Background: an optimization exercise with open tools, aiming at small area and a short achievable clock period. Do not read the settings as production practice. At most, simulation tests tie the RTL to the original design; equivalence was not proved. Power and IR drop assume default switching activity.

==> flow/design.v <==
module rec_calc(
    input [16:0] valA,
    input [3:0] op,
    input clk,
    input reset,
    output [16:0] result
);
    logic [16:0] valB;
    logic [16:0] out;
    logic [16:0] quot;
    logic [16:0] x;
    logic [16:0] nxt;
    logic [18:0] m [1:3];
    logic isdiv, ismul, issub, isadd;
    assign isdiv = (op == 4'd3);
    assign ismul = (op == 4'd2);
    assign issub = (op == 4'd1);
    assign isadd = ~isdiv & ~ismul & ~issub;
    assign m[1] = {2'b0, valB};
    assign m[2] = {1'b0, valB, 1'b0};
    assign m[3] = {2'b0, valB} + {1'b0, valB, 1'b0};
    always_comb begin
        x = (isdiv | issub) ? valA : ismul ? 17'h1ffff : ~valA;
        quot = 17'd0;
        quot[16] = (isdiv & (valB[16:1] == 16'd0) & (x[16] | ~valB[0])) | (ismul & valA[16]);
        if (quot[16]) x[16] = x[16] ^ valB[0];
        for (int j = 7; j >= 0; j--) begin
            logic [17:0] t [1:3];
            logic g [1:4];
            logic [3:0] s;
            logic [16:0] mk;
            g[4] = 1'b0;
            for (int k = 1; k <= 3; k++) begin
                mk = m[k][16:0] & ((17'h1 << (17 - 2*j)) - 17'h1);
                t[k] = {1'b0, x >> (2*j)} + {1'b0, ~mk & ((17'h1 << (17 - 2*j)) - 17'h1)} + 18'd1;
                g[k] = (isdiv & ((m[k] >> (17 - 2*j)) == 19'd0) & t[k][17 - 2*j])
                     | (ismul & ({valA[2*j+1], valA[2*j]} >= k))
                     | ((issub | isadd) & (j == 0) & (k == 1));
            end
            for (int k = 1; k <= 3; k++) s[k] = g[k] & ~g[k+1];
            quot[2*j+1] = g[2];
            quot[2*j] = s[3] | s[1];
            for (int k = 1; k <= 3; k++)
                if (s[k]) x = (x & ((17'h1 << (2*j)) - 17'h1)) | (t[k][16:0] << (2*j));
        end
    end
    assign nxt = isdiv ? quot : issub ? x : ~x;
    always @(posedge clk) begin
        if (reset) begin
            valB <= 'b0;
            out <= 'b0;
        end else begin
            valB <= out;
            out <= nxt;
        end
    end
    assign result = out;
endmodule
Settings: LEC_CHECK=0, ABC_AREA=1, CAP_MARGIN=20, CORE_MARGIN=2, CORE_UTILIZATION=40, SLEW_MARGIN=20; clock period 33.0 ns.
run.sh (not shown) runs the stock make flow with config.mk's settings and CLKGATE_MAP_FILE= SYNTH_SCRIPT=/design/flow/synth_recipe.tcl, a recipe that flattens the netlist after the stock synthesis.
Change:
==> flow/design.v (replaced) <==
module rec_calc(
    input [16:0] valA,
    input [3:0] op,
    input clk,
    input reset,
    output [16:0] result
);
    logic [16:0] valB;
    logic [16:0] out;
    logic [16:0] quot;
    logic [16:0] x;
    logic [16:0] nxt;
    logic [18:0] m [1:3];
    logic isdiv, ismul, issub, inv;
    assign isdiv = (op == 4'd3);
    assign ismul = (op == 4'd2);
    assign issub = (op == 4'd1);
    assign inv = isdiv | issub;
    assign m[1] = {2'b0, valB};
    assign m[2] = {1'b0, valB, 1'b0};
    assign m[3] = {2'b0, valB} + {1'b0, valB, 1'b0};
    always_comb begin
        x = ismul ? 17'd0 : valA;
        quot = 17'd0;
        if (isdiv) quot[16] = (valB[16:1] == 16'd0) & (x[16] >= valB[0]);
        else quot[16] = ismul & valA[16];
        if (quot[16]) x[16] = x[16] ^ valB[0];
        for (int j = 7; j >= 0; j--) begin
            logic [17:0] t [1:3];
            logic g [1:3];
            logic [3:0] s;
            logic [16:0] mk;
            for (int k = 1; k <= 3; k++) begin
                mk = m[k][16:0] & ((17'h1 << (17 - 2*j)) - 17'h1);
                t[k] = {1'b0, x >> (2*j)} + {1'b0, inv ? ~mk & ((17'h1 << (17 - 2*j)) - 17'h1) : mk} + inv;
                g[k] = ((m[k] >> (17 - 2*j)) == 19'd0) & t[k][17 - 2*j];
            end
            if (isdiv) begin
                s[3] = g[3];
                s[2] = g[2] & ~g[3];
                s[1] = g[1] & ~g[2];
            end else if (ismul) begin
                s[3] = valA[2*j+1] & valA[2*j];
                s[2] = valA[2*j+1] & ~valA[2*j];
                s[1] = ~valA[2*j+1] & valA[2*j];
            end else begin
                s[3] = 1'b0;
                s[2] = 1'b0;
                s[1] = (j == 0);
            end
            quot[2*j+1] = s[3] | s[2];
            quot[2*j] = s[3] | s[1];
            for (int k = 1; k <= 3; k++)
                if (s[k]) x = (x & ((17'h1 << (2*j)) - 17'h1)) | (t[k][16:0] << (2*j));
        end
    end
    assign nxt = isdiv ? quot : x;
    always @(posedge clk) begin
        if (reset) begin
            valB <= 'b0;
            out <= 'b0;
        end else begin
            valB <= out;
            out <= nxt;
        end
    end
    assign result = out;
endmodule
After rerunning:
- register-to-register slack is about the same
- die area went up by a few percent
- count of clock-buffer cells in the layout went down by 1
- sequential share of layout area went down by 0.13 points
- global-route usage went up by 3.1 points
- via count went up by a few percent
- power went down by about a fifth
No functional check of the RTL was part of the first run of this note.

* * *

== lagoon ==
Another version of the RTL of rec_calc (not shown whole).
Size in the first run: roughly 2,600 cells after synthesis, about 89 flip-flops, ~40 I/O pins, ~17,000 um^2 of cells after synthesis.
==> module rec_calc, before the edit <==
module rec_calc(
    input [16:0] valA,
    input [3:0] op,
    input clk,
    input reset,
    output [16:0] result
);
    localparam int JS = 4;           
    logic [16:0] valB;               
    logic [16:0] sx;                 
    logic [16:2*JS] sq;              
    logic [16:0] sb;                 
    logic [18:0] sb3;                
    logic [2*JS-1:0] sa;             
    logic sdiv, ssub, smul;
    logic isdiv, ismul, issub, isadd;
    assign isdiv = (op == 4'd3);
    assign ismul = (op == 4'd2);
    assign issub = (op == 4'd1);
    assign isadd = ~isdiv & ~ismul & ~issub;
    logic [18:0] b3a;
    assign b3a = {2'b0, valB} + {1'b0, valB, 1'b0};
    logic [16:0] xa [JS:7];
    logic [16:0] qa;
    assign xa[7][13:0] = (isdiv | issub) ? valA[13:0] : ismul ? 14'h3fff : ~valA[13:0];
    logic [20:0] mk0;
    logic [6:0] hz0, g0;
    logic [2:0] xt;
    always_comb
        for (int k = 1; k <= 7; k++) begin
            logic [2:0] lo;
            lo = valB[2:0] * k;
            mk0[(k-1)*3 +: 3] = lo;
            hz0[k-1] = (valB <= 17'd7 / k);
        end
    calc_row #(.W(3), .K(7)) row_top (.x(valA[16:14]), .mk(mk0), .hz(hz0), .en(7'd0), .xn(xt), .g(g0));
    assign xa[7][16:14] = isdiv ? xt : issub ? valA[16:14]
                        : ismul ? ~(valA[16:14] * valB[2:0]) : ~valA[16:14];
    assign qa[16] = g0[3];
    assign qa[15] = (g0[1] & ~g0[3]) | g0[5];
    assign qa[14] = (g0[0] & ~g0[1]) | (g0[2] & ~g0[3]) | (g0[4] & ~g0[5]) | g0[6];
    for (genvar j = 6; j >= JS; j--) begin : rows_a
        logic [2:0] en;
        always_comb
            for (int k = 1; k <= 3; k++)
                en[k-1] = ismul & ({valA[2*j+1], valA[2*j]} >= k);
        calc_row4 #(.J(j)) row (.x(xa[j+1]), .b(valB), .b3(b3a), .div(isdiv), .en(en),
                                .xn(xa[j]), .q(qa[2*j+1:2*j]));
    end
    always @(posedge clk) begin
        if (reset) begin
            sx <= 17'h1ffff;
            sa <= '0;
            sdiv <= 1'b0;
            ssub <= 1'b0;
            smul <= 1'b1;
            valB <= 17'd0;
        end else begin
            sx <= xa[JS];
            sa <= valA[2*JS-1:0];
            sdiv <= isdiv;
            ssub <= issub;
            smul <= ismul;
            valB <= result;
        end
    end
    always @(posedge clk) begin
        sq <= qa[16:2*JS];
        sb <= valB;
        sb3 <= b3a;
    end
    logic [16:0] xb [0:JS];
    logic [2*JS-1:0] qb;
    assign xb[JS] = sx;
    for (genvar j = JS - 1; j >= 0; j--) begin : rows_b
        logic [2:0] en;
        always_comb
            for (int k = 1; k <= 3; k++)
                en[k-1] = (smul & ({sa[2*j+1], sa[2*j]} >= k))
                        | (~sdiv & ~smul & (j == 0) & (k == 1));
        calc_row4 #(.J(j)) row (.x(xb[j+1]), .b(sb), .b3(sb3), .div(sdiv), .en(en),
                                .xn(xb[j]), .q(qb[2*j+1:2*j]));
    end
    assign result = sdiv ? {sq, qb} : ssub ? xb[0] : ~xb[0];
endmodule
Settings: LEC_CHECK=0, ABC_AREA=1, CAP_MARGIN=20, CORE_MARGIN=2, CORE_UTILIZATION=65, SLEW_MARGIN=20; clock period 33.0 ns.
Modified inputs, pepper compared to lagoon
--- a/flow/design.v
+++ b/flow/design.v
@@ -57,7 +57,6 @@
     logic [16:0] sx;                 
     logic [16:2*JS] sq;              
     logic [16:0] sb;                 
-    logic [18:0] sb3;                
     logic [2*JS-1:0] sa;             
     logic sdiv, ssub, smul;
     logic isdiv, ismul, issub, isadd;
@@ -71,18 +70,18 @@
     logic [16:0] qa;
     assign xa[7][13:0] = (isdiv | issub) ? valA[13:0] : ismul ? 14'h3fff : ~valA[13:0];
     logic [20:0] mk0;
-    logic [6:0] hz0, g0;
-    logic [2:0] xt;
+    logic [6:0] hz0, en0, g0;
     always_comb
         for (int k = 1; k <= 7; k++) begin
             logic [2:0] lo;
             lo = valB[2:0] * k;
             mk0[(k-1)*3 +: 3] = lo;
-            hz0[k-1] = (valB <= 17'd7 / k);
+            hz0[k-1] = isdiv & (valB <= 17'd7 / k);
+            en0[k-1] = ismul & (valA[16:14] >= k);
         end
-    calc_row #(.W(3), .K(7)) row_top (.x(valA[16:14]), .mk(mk0), .hz(hz0), .en(7'd0), .xn(xt), .g(g0));
-    assign xa[7][16:14] = isdiv ? xt : issub ? valA[16:14]
-                        : ismul ? ~(valA[16:14] * valB[2:0]) : ~valA[16:14];
+    calc_row #(.W(3), .K(7)) row_top (
+        .x((isdiv | issub) ? valA[16:14] : ismul ? 3'h7 : ~valA[16:14]),
+        .mk(mk0), .hz(hz0), .en(en0), .xn(xa[7][16:14]), .g(g0));
     assign qa[16] = g0[3];
     assign qa[15] = (g0[1] & ~g0[3]) | g0[5];
     assign qa[14] = (g0[0] & ~g0[1]) | (g0[2] & ~g0[3]) | (g0[4] & ~g0[5]) | g0[6];
@@ -97,6 +96,8 @@
     always @(posedge clk) begin
         if (reset) begin
             sx <= 17'h1ffff;
+            sq <= '0;
+            sb <= '0;
             sa <= '0;
             sdiv <= 1'b0;
             ssub <= 1'b0;
@@ -104,6 +105,8 @@
             valB <= 17'd0;
         end else begin
             sx <= xa[JS];
+            sq <= qa[16:2*JS];
+            sb <= valB;
             sa <= valA[2*JS-1:0];
             sdiv <= isdiv;
             ssub <= issub;
@@ -111,11 +114,8 @@
             valB <= result;
         end
     end
-    always @(posedge clk) begin
-        sq <= qa[16:2*JS];
-        sb <= valB;
-        sb3 <= b3a;
-    end
+    logic [18:0] b3b;
+    assign b3b = {2'b0, sb} + {1'b0, sb, 1'b0};
     logic [16:0] xb [0:JS];
     logic [2*JS-1:0] qb;
     assign xb[JS] = sx;
@@ -125,7 +125,7 @@
             for (int k = 1; k <= 3; k++)
                 en[k-1] = (smul & ({sa[2*j+1], sa[2*j]} >= k))
                         | (~sdiv & ~smul & (j == 0) & (k == 1));
-        calc_row4 #(.J(j)) row (.x(xb[j+1]), .b(sb), .b3(sb3), .div(sdiv), .en(en),
+        calc_row4 #(.J(j)) row (.x(xb[j+1]), .b(sb), .b3(b3b), .div(sdiv), .en(en),
                                 .xn(xb[j]), .q(qb[2*j+1:2*j]));
     end
     assign result = sdiv ? {sq, qb} : ssub ? xb[0] : ~xb[0];
[summary]
- pepper closes out successfully: all stages finished, all timing, DRC and antenna checks passed.
- pepper vs. lagoon: combinational power went down by about 20%.
- Comparing pepper with lagoon, the core footprint came out essentially unchanged.
- Looking at top metal layer carrying routed signals, the met5 result is from lagoon; the met4 one comes from pepper.
- pepper against lagoon: worst setup slack down 2.60 ns, fmax down 13%, routed wire length up about 1.2%, area used by sequential logic in the layout down about 20%.
Function not checked in pepper: the RTL went through the layout flow alone.

## separate check: timing with driven ports
Ports are ideal in the flow. The routed layouts listed here were re-timed in OpenROAD.
Step 1 sets driving cells, clkbuf_16 on the clock port and buf_2 on the other inputs (assumed; they add their load-dependent delay and slew).
Step 2, shift: input delay + t, output delay - t, t = (earliest + latest rising clock arrival at the registers) / 2. This alone moves slack from input paths to output paths.
Three values: ideal ports, drivers, drivers and shift; two values: the first two.
run | t, ns | setup slack, ns | worst register clock-pin slew, ns
the first run of note 1 | 0.321 | 2.362 / 2.380 / 2.059 | 0.07 / 0.07
the second run of note 1 | 0.310 | 2.697 / 2.710 / 2.399 | 0.06 / 0.06
lagoon | 0.388 | 15.438 / 15.393 / 15.780 | 0.07 / 0.07
pepper | 0.394 | 12.836 / 12.787 / 13.181 | 0.06 / 0.06
After both steps every run listed still meets setup and hold. The setup slack of the first run of note 1, which loses most, moves by +0.018 ns with the drivers and by -0.303 ns with both steps.
